Background: an optimization exercise with open tools, aiming at small area. Do not read the settings as production practice. In this exercise RTL edits were held to simulation tests only and were not proved equivalent to the original. No driver is modelled on the clock port, so clock power and skew are understated where the tree is cut down; a real chip needs a root buffer or a tree. Power is estimated from default activity; no workload was simulated.

Setup of run A:
==> flow/design.v <==
module musec(input clk, input rb, output buzzer, output [7:0] segs, output [3:0] bits);
	reg [16:0] dc;
	reg [1:0] lt;
	wire dz = dc[15:0] == 16'd0;
	wire dtick = dz & ~dc[16];
	always @(posedge clk) begin
		dc <= {dc[15:0], dc[16] ^ dc[13] ^ dz};
		lt <= lt ^ {lt[0] & dtick, dtick};
	end
	assign segs = {~lt[1] & lt[0], lt[1] | lt[0], lt[1] ^ lt[0], 3'b000, ~lt[1] | lt[0], 1'b1};
	assign bits = {lt[1] | lt[0], lt[1] | ~lt[0], ~lt[1] | lt[0], ~lt[1] | ~lt[0]};
	reg st;             
	reg buzz;
	reg [5:0] cur;
	reg stop;
	reg [13:0] tc;      
	reg [4:0] hc;       
	assign buzzer = buzz;
	wire c_lo = ~cur[5] & ~(cur[4] & cur[3]);          
	wire c_hi = ~cur[5] & cur[4] & cur[3];             
	wire c32 = cur[5] & ~cur[0];                       
	wire tlong = c32 | (c_lo & ~cur[1] & ~cur[0]);
	wire tone_lo = c_lo & cur[0];
	wire tone_hi = c_hi & ~cur[0];
	wire t1 = (tone_lo & ~cur[4] & ~cur[3]) | (tone_hi & cur[2] & cur[1]);
	wire t2 = (tone_lo & ~cur[4] & cur[3]) | (tone_hi & cur[2] & ~cur[1]);
	wire t3 = (tone_lo & cur[4] & ~cur[3]) | (tone_hi & ~cur[2] & cur[1]);
	wire t4 = tone_hi & ~cur[2] & ~cur[1];
	wire rest = ~(tlong | tone_lo | tone_hi);
	wire [13:0] ltv = ({14{tlong}} & 14'd13793) | ({14{(t1 | rest)}} & 14'd5625) | ({14{t2}} & 14'd10223) | ({14{t3}} & 14'd13271) | ({14{t4}} & 14'd971);
	wire [4:0] lh = ({5{tlong}} & 5'd12) | ({5{t1}} & 5'd26) | ({5{t2}} & 5'd26) | ({5{t3}} & 5'd29) | ({5{t4}} & 5'd14) | ({5{rest}} & 5'd3);
	wire ev = tc == 14'd11713;
	wire fin = buzz & hc == 5'd1;
	wire done = fin & ((tlong & tc == 14'd7188) | ((t1 | rest) & tc == 14'd5752) | (t2 & tc == 14'd10179) | (t3 & tc == 14'd16308) | (t4 & tc == 14'd2158));
	always @(posedge clk) begin
		if (st | ev) tc <= ltv;
		else tc <= {tc[12:0], tc[13] ^ tc[12]};
		hc <= ({5{st}} & lh) | ({5{~st & ev & buzz}} & {hc[3:0], hc[4] ^ hc[2]}) | ({5{~st & ~(ev & buzz)}} & hc);
	end
	always @(posedge clk or posedge rb) begin
		if (rb) begin
			st <= 1'b1;
			buzz <= 1'b1;
			cur <= 6'd0;
			stop <= 1'b0;
		end else if (st) begin
			st <= 1'b0;
			buzz <= 1'b0;
		end else begin
			if (rest) buzz <= 1'b1;
			else if (ev) buzz <= ~buzz;
			if (done) begin
				st <= 1'b1;
				if (~cur[5] & (&cur[4:0]) & ~stop) begin
					cur <= 6'd1;
					stop <= 1'b1;
				end else if (~(cur[5] & cur[0]))
					cur <= cur ^ {&cur[4:0], &cur[3:0], &cur[2:0], &cur[1:0], cur[0], 1'b1};
			end
		end
	end
endmodule
Settings: LEC_CHECK=0, CAP_MARGIN=20, CORE_MARGIN=2, CORE_UTILIZATION=40, SLEW_MARGIN=20; clock period 10.0 ns.
standard.sh (not shown) runs the stock make flow with config.mk's settings and CLKGATE_MAP_FILE= SYNTH_SCRIPT=/design/flow/synth_recipe.tcl, a recipe that flattens the netlist after the stock synthesis.
==> flow/flow/run.sh <==
#!/bin/bash
# Standard synthesis, then an area-oriented re-mapping of its combinational logic
# (flip-flops untouched: same instances, names and cell types), then the standard flow's own
# standard layout steps from floorplan to finish.
set -euo pipefail
cd "$(dirname "$0")/.."
W=$PWD
R=$W/orfs/results/$FLOW_PLATFORM/musec/base
LIB=$FLOW_HOME/platforms/$FLOW_PLATFORM/lib/sky130_fd_sc_hd__tt_025C_1v80.lib

bash standard.sh synth > $W/1_standard_synth.log 2>&1

cp $R/1_2_yosys.v $W/1_2_yosys_standard.v
bash $W/flow/resyn_iter.sh $W/1_2_yosys_standard.v $W/1_2_yosys_resyn0.v $LIB ${NUM_CORES:-4} > $W/2_resyn.log 2>&1
# one tie cell for all constants
python3 $W/flow/merge_conb.py $W/1_2_yosys_resyn0.v $W/1_2_yosys_resyn1.v
if bash $W/flow/eqcheck.sh $W/1_2_yosys_standard.v $W/1_2_yosys_resyn1.v $LIB >> $W/2_resyn.log 2>&1; then
  cp $W/1_2_yosys_resyn1.v $W/1_2_yosys_resyn.v
else
  cp $W/1_2_yosys_resyn0.v $W/1_2_yosys_resyn.v
fi
# keep the standard synthesis's registers: same instance names and cell types
grep -oE 'sky130_fd_sc_hd__(df|edf|sdf)[a-z]+_[0-9]+ +[^ ]+' $W/1_2_yosys_standard.v | awk '{sub(/_[0-9]+$/,"",$1); print $1, $2}' | sort > $W/regs_standard.txt
grep -oE 'sky130_fd_sc_hd__(df|edf|sdf)[a-z]+_[0-9]+ +[^ ]+' $W/1_2_yosys_resyn.v | awk '{sub(/_[0-9]+$/,"",$1); print $1, $2}' | sort > $W/regs_resyn.txt
if cmp -s $W/regs_standard.txt $W/regs_resyn.txt; then
  cp $W/1_2_yosys_resyn.v $R/1_2_yosys.v
  rm -f $R/1_synth.odb $R/1_synth.sdc
else
  echo "resyn changed the registers; keeping the standard netlist" >> $W/2_resyn.log
fi

# CTS: the flip-flops (under 50) are split by position into a few groups, each driven
# by one clock buffer from the clock port (flow/mycts.tcl), in place of TritonCTS's
# tree. The rest of ORFS's cts step (legalisation, timing repair) is unchanged.
read CLKBUF NGROUPS < <(grep -v '^#' $W/flow/clkbuf.txt | head -1)
rm -rf $W/scripts
cp -r $FLOW_HOME/scripts $W/scripts
python3 - $W/scripts/cts.tcl "$W/flow/mycts.tcl" "$CLKBUF" "$NGROUPS" <<'PY'
import sys
p, tcl, buf, n = sys.argv[1:5]
s = open(p).read()
old = 'log_cmd clock_tree_synthesis {*}$cts_args'
assert old in s
s = s.replace(old, f"source {tcl}\nlog_cmd my_small_cts {buf} {n}")
open(p, 'w').write(s)
PY
# extra make settings for the layout steps, one per line
mapfile -t KNOBS < <(grep -v '^#' $W/flow/knobs.txt | grep .)
bash standard.sh "${KNOBS[@]}" SCRIPTS_DIR=$W/scripts finish > $W/3_layout.log 2>&1
==> flow/flow/resyn.sh <==
#!/bin/bash
# usage: resyn.sh in.v out.v liberty [jobs] [ref.v]
# Re-maps the combinational logic of the standard synthesis's sky130hd netlist for area with
# several ABC scripts (some with ABC's randomised &deepsyn, each with a fixed seed); flip-flop
# cells stay as they are (same instances, names and cell types). Each result is checked
# against the input (eqcheck.sh: the logic between the flip-flops, paired by instance name,
# must be equivalent to ref.v, by default the input); the smallest that passes is kept, or the
# input itself if none does.
set -uo pipefail
IN=$1; OUT=$2; LIB=$3; JOBS=${4:-4}; REF=${5:-$1}
D=$(cd "$(dirname "$0")" && pwd)
T=${OUT%.v}_tmp; rm -rf $T; mkdir -p $T
R="strash;dc2;dch,-f;amap"
SCRIPTS=(
  "+$R"
  "+$R;$R"
  "+$R;$R;$R"
  "+strash;dc2;dch,-f;map,-a;$R"
  "+strash;&get,-n;&dch,-f;&nf,-a;&put;$R"
)
for seed in 1 2 3 4 5 6 7 8 9 10 11 12; do
  SCRIPTS+=("+strash;&get,-n;&deepsyn,-T,40,-S,$seed;&put;dch,-f;amap;$R")
done
DU="-dont_use *probe* -dont_use *lpflow* -dont_use *clkbuf* -dont_use *dly* -dont_use *clkinv* -dont_use *_ha_* -dont_use *_fa_* -dont_use *_fah* -dont_use *conb* -dont_use *_df* -dont_use *_edf* -dont_use *_sdf* -dont_use *_dl* -dont_use *_sdl* -dont_use *ebuf* -dont_use *einv*"
one() {
  local i=$1 s=$2
  yosys -l $T/y$i.log -q -p "
read_liberty -ignore_miss_func $LIB;
setattr -mod -unset blackbox;
setattr -mod -set blackbox 1 sky130_fd_sc_hd__df* sky130_fd_sc_hd__edf* sky130_fd_sc_hd__sdf* sky130_fd_sc_hd__conb_1;
read_verilog $IN;
hierarchy -top musec;
flatten;
opt -purge;
abc -liberty $LIB $DU -script $s;
opt_clean -purge;
hilomap -singleton -hicell sky130_fd_sc_hd__conb_1 HI -locell sky130_fd_sc_hd__conb_1 LO;
splitnets;
insbuf -buf sky130_fd_sc_hd__buf_4 A X;
opt_clean -purge;
tee -o $T/s$i.txt stat -liberty $LIB;
write_verilog -noattr -nohex -nodec $T/o$i.v
" > /dev/null 2>&1 || { echo "script $i ($s): yosys failed" > $T/r$i.txt; return; }
  local a=$(grep "Chip area" $T/s$i.txt | awk '{print $NF}')
  if grep -q "assign" $T/o$i.v; then echo "script $i ($s): area $a, not fully mapped" > $T/r$i.txt; return; fi
  if ! bash $D/eqcheck.sh $REF $T/o$i.v $LIB > $T/e$i.log 2>&1; then echo "script $i ($s): area $a, NOT equivalent" > $T/r$i.txt; return; fi
  echo "script $i ($s): area $a, equivalent" > $T/r$i.txt
  echo "$a $T/o$i.v" > $T/ok$i.txt
}
export -f one; export T IN LIB DU D REF
for i in "${!SCRIPTS[@]}"; do printf '%s\t%s\n' "$i" "${SCRIPTS[$i]}"; done | xargs -P $JOBS -d '\n' -I{} bash -c 'IFS=$'"'"'\t'"'"' read -r i s <<< "{}"; one "$i" "$s"'
cat $T/r*.txt
best=$(cat $T/ok*.txt 2>/dev/null | sort -g | head -1)
if [[ -n "$best" ]]; then
  echo "kept ${best#* }: area ${best%% *}"; cp ${best#* } $OUT
else
  echo "no script passed; keeping the input"; cp $IN $OUT
fi
==> flow/flow/resyn_iter.sh <==
#!/bin/bash
set -uo pipefail
IN=$1; OUT=$2; LIB=$3; JOBS=${4:-4}
D=$(cd "$(dirname "$0")" && pwd)
W=$(dirname "$OUT")
cur=$IN; cura=1e9
for r in 1 2 3 4; do
  bash $D/resyn.sh $cur $W/resyn_round$r.v $LIB $JOBS $IN > $W/resyn_round$r.log 2>&1
  a=$(grep "^kept" $W/resyn_round$r.log | awk '{print $NF}')
  echo "round $r: ${a:-none}"
  [[ -z "$a" ]] && break
  if python3 -c "import sys; sys.exit(0 if $a < $cura - 1 else 1)"; then cur=$W/resyn_round$r.v; cura=$a; else break; fi
done
echo "kept $cur: area $cura"
cp $cur $OUT
Other scripts of this flow, unchanged in this note and not shown: flow/flow/clkbuf.txt, flow/flow/cutff.py, flow/flow/eqcheck.sh, flow/flow/knobs.txt, flow/flow/merge_conb.py, flow/flow/mycts.tcl
Changes in run B relative to run A:
diff --git a/flow/flow/run.sh b/flow/flow/run.sh
--- a/flow/flow/run.sh
+++ b/flow/flow/run.sh
@@ -13,3 +13,3 @@
 cp $R/1_2_yosys.v $W/1_2_yosys_standard.v
-bash $W/flow/resyn_iter.sh $W/1_2_yosys_standard.v $W/1_2_yosys_resyn0.v $LIB ${NUM_CORES:-4} > $W/2_resyn.log 2>&1
+bash $W/flow/resyn.sh $W/1_2_yosys_standard.v $W/1_2_yosys_resyn0.v $LIB ${NUM_CORES:-4} > $W/2_resyn.log 2>&1
 # one tie cell for all constants
diff --git a/flow/flow/resyn.sh b/flow/flow/resyn.sh
--- a/flow/flow/resyn.sh
+++ b/flow/flow/resyn.sh
@@ -1,3 +1,3 @@
 #!/bin/bash
-# usage: resyn.sh in.v out.v liberty [jobs] [ref.v]
+# usage: resyn.sh in.v out.v liberty [jobs]
 # Re-maps the combinational logic of the standard synthesis's sky130hd netlist for area with
@@ -6,8 +6,7 @@
 # against the input (eqcheck.sh: the logic between the flip-flops, paired by instance name,
-# must be equivalent to ref.v, by default the input); the smallest that passes is kept, or the
-# input itself if none does.
+# must be equivalent); the smallest that passes is kept, or the input itself if none does.
 set -uo pipefail
-IN=$1; OUT=$2; LIB=$3; JOBS=${4:-4}; REF=${5:-$1}
+IN=$1; OUT=$2; LIB=$3; JOBS=${4:-4}
 D=$(cd "$(dirname "$0")" && pwd)
-T=${OUT%.v}_tmp; rm -rf $T; mkdir -p $T
+T=$(dirname "$OUT")/resyn_tmp; rm -rf $T; mkdir -p $T
 R="strash;dc2;dch,-f;amap"
@@ -45,3 +44,3 @@
   if grep -q "assign" $T/o$i.v; then echo "script $i ($s): area $a, not fully mapped" > $T/r$i.txt; return; fi
-  if ! bash $D/eqcheck.sh $REF $T/o$i.v $LIB > $T/e$i.log 2>&1; then echo "script $i ($s): area $a, NOT equivalent" > $T/r$i.txt; return; fi
+  if ! bash $D/eqcheck.sh $IN $T/o$i.v $LIB > $T/e$i.log 2>&1; then echo "script $i ($s): area $a, NOT equivalent" > $T/r$i.txt; return; fi
   echo "script $i ($s): area $a, equivalent" > $T/r$i.txt
@@ -49,3 +48,3 @@
 }
-export -f one; export T IN LIB DU D REF
+export -f one; export T IN LIB DU D
 for i in "${!SCRIPTS[@]}"; do printf '%s\t%s\n' "$i" "${SCRIPTS[$i]}"; done | xargs -P $JOBS -d '\n' -I{} bash -c 'IFS=$'"'"'\t'"'"' read -r i s <<< "{}"; one "$i" "$s"'
removed: flow/flow/resyn_iter.sh
==> comparison <==
Run B was carried through to the last stage, and its layout satisfied the timing, DRC and antenna checks.
Cell with the largest stage delay on the worst path = dfrtp_1: run B; cell with the largest stage delay on the worst path = dfxtp_1: run A
Between run A and run B, number of DRC violations after detailed-routing iteration 0 increased.
NOTE: fmax in run B falls short of that of run A
Run A has lower die footprint than run B.
Changes observed in run B relative to run A: detailed placer's ending HPWL now larger, synthesized instance count now larger, met2 track demand over resource now larger, total wirelength of the detailed-routed design now larger, share of the core filled with cells now larger.
Modified inputs, run C compared to run B
diff --git a/flow/flow/run.sh b/flow/flow/run.sh
--- a/flow/flow/run.sh
+++ b/flow/flow/run.sh
@@ -13,3 +13,3 @@
 cp $R/1_2_yosys.v $W/1_2_yosys_standard.v
-bash $W/flow/resyn.sh $W/1_2_yosys_standard.v $W/1_2_yosys_resyn0.v $LIB ${NUM_CORES:-4} > $W/2_resyn.log 2>&1
+bash $W/flow/resyn_iter.sh $W/1_2_yosys_standard.v $W/1_2_yosys_resyn0.v $LIB ${NUM_CORES:-4} > $W/2_resyn.log 2>&1
 # one tie cell for all constants
diff --git a/flow/flow/resyn.sh b/flow/flow/resyn.sh
--- a/flow/flow/resyn.sh
+++ b/flow/flow/resyn.sh
@@ -1,3 +1,3 @@
 #!/bin/bash
-# usage: resyn.sh in.v out.v liberty [jobs]
+# usage: resyn.sh in.v out.v liberty [jobs] [ref.v]
 # Re-maps the combinational logic of the standard synthesis's sky130hd netlist for area with
@@ -6,8 +6,10 @@
 # against the input (eqcheck.sh: the logic between the flip-flops, paired by instance name,
-# must be equivalent); the smallest that passes is kept, or the input itself if none does.
+# must be equivalent to ref.v, by default the input); the smallest that passes is kept, or the
+# input itself if none does.
 set -uo pipefail
-IN=$1; OUT=$2; LIB=$3; JOBS=${4:-4}
+IN=$1; OUT=$2; LIB=$3; JOBS=${4:-4}; REF=${5:-$1}
 D=$(cd "$(dirname "$0")" && pwd)
-T=$(dirname "$OUT")/resyn_tmp; rm -rf $T; mkdir -p $T
+T=${OUT%.v}_tmp; rm -rf $T; mkdir -p $T
 R="strash;dc2;dch,-f;amap"
+SEEDS=${SEEDS:-"1 2 3 4 5 6 7 8 9 10 11 12"}
 SCRIPTS=(
@@ -19,3 +21,3 @@
 )
-for seed in 1 2 3 4 5 6 7 8 9 10 11 12; do
+for seed in $SEEDS; do
   SCRIPTS+=("+strash;&get,-n;&deepsyn,-T,40,-S,$seed;&put;dch,-f;amap;$R")
@@ -44,3 +46,3 @@
   if grep -q "assign" $T/o$i.v; then echo "script $i ($s): area $a, not fully mapped" > $T/r$i.txt; return; fi
-  if ! bash $D/eqcheck.sh $IN $T/o$i.v $LIB > $T/e$i.log 2>&1; then echo "script $i ($s): area $a, NOT equivalent" > $T/r$i.txt; return; fi
+  if ! bash $D/eqcheck.sh $REF $T/o$i.v $LIB > $T/e$i.log 2>&1; then echo "script $i ($s): area $a, NOT equivalent" > $T/r$i.txt; return; fi
   echo "script $i ($s): area $a, equivalent" > $T/r$i.txt
@@ -48,3 +50,3 @@
 }
-export -f one; export T IN LIB DU D
+export -f one; export T IN LIB DU D REF
 for i in "${!SCRIPTS[@]}"; do printf '%s\t%s\n' "$i" "${SCRIPTS[$i]}"; done | xargs -P $JOBS -d '\n' -I{} bash -c 'IFS=$'"'"'\t'"'"' read -r i s <<< "{}"; one "$i" "$s"'
==> flow/flow/resyn_iter.sh (new file) <==
#!/bin/bash
# usage: resyn_iter.sh in.v out.v liberty [jobs]
# Runs resyn.sh five times: first on the standard netlist, then each time on the smallest result
# so far, each round with its own &deepsyn seeds; every round's result is checked against the
# standard netlist.
set -uo pipefail
IN=$1; OUT=$2; LIB=$3; JOBS=${4:-4}
D=$(cd "$(dirname "$0")" && pwd)
W=$(dirname "$OUT")
cur=$IN; cura=1e9
for r in 1 2 3 4 5; do
  SEEDS="$(seq -s ' ' $((r * 100 + 1)) $((r * 100 + 16)))" bash $D/resyn.sh $cur $W/resyn_round$r.v $LIB $JOBS $IN > $W/resyn_round$r.log 2>&1
  a=$(grep "^kept" $W/resyn_round$r.log | awk '{print $NF}')
  echo "round $r: ${a:-none}"
  [[ -z "$a" ]] && break
  if python3 -c "import sys; sys.exit(0 if $a < $cura - 0.5 else 1)"; then cur=$W/resyn_round$r.v; cura=$a; fi
done
echo "kept $cur: area $cura"
cp $cur $OUT
Results
In summary, run C completed successfully, with a layout that passed the timing, DRC and antenna checks. Between run B and run C, the relative contribution of combinational cells to total power does not differ in any meaningful way. Register-to-register slack: run C vs run B, no meaningful difference. Summary of the comparison: transition time at the pin with the least slew margin is lower in run C, relative to run B.
No run of this note takes its clock network from TritonCTS; it comes from the design's own scripts or RTL.

[what the ideal ports hide]
No port has a modelled driver above. Below, the same layouts with a new extraction and two added sets of constraints.
Step 1 (the two cells are an assumption about what drives the block):
set clk [get_ports {clk}]
set_driving_cell -lib_cell sky130_fd_sc_hd__clkbuf_16 $clk
set_driving_cell -lib_cell sky130_fd_sc_hd__buf_2 [delete_from_list [all_inputs] $clk]
Step 2 adds t to the input delays and takes it off the output delays; t is the mean of the earliest and latest rising clock arrival at the registers after step 1. Input paths then give back, and output paths get back, about the clock's delay inside the block.
Slacks: ideal / step 1 / step 2; pairs: ideal / step 1.
run | t (ns) | slack for setup (ns) | clock arrival spread, ns
run A | 0.197 | 7.008 / 6.963 / 7.033 | 0.015 / 0.015
run B | 0.197 | 6.892 / 6.892 / 6.892 | 0.012 / 0.012
run C | 0.198 | 6.893 / 6.893 / 6.893 | 0.016 / 0.016
After both steps every run listed still meets setup and hold.
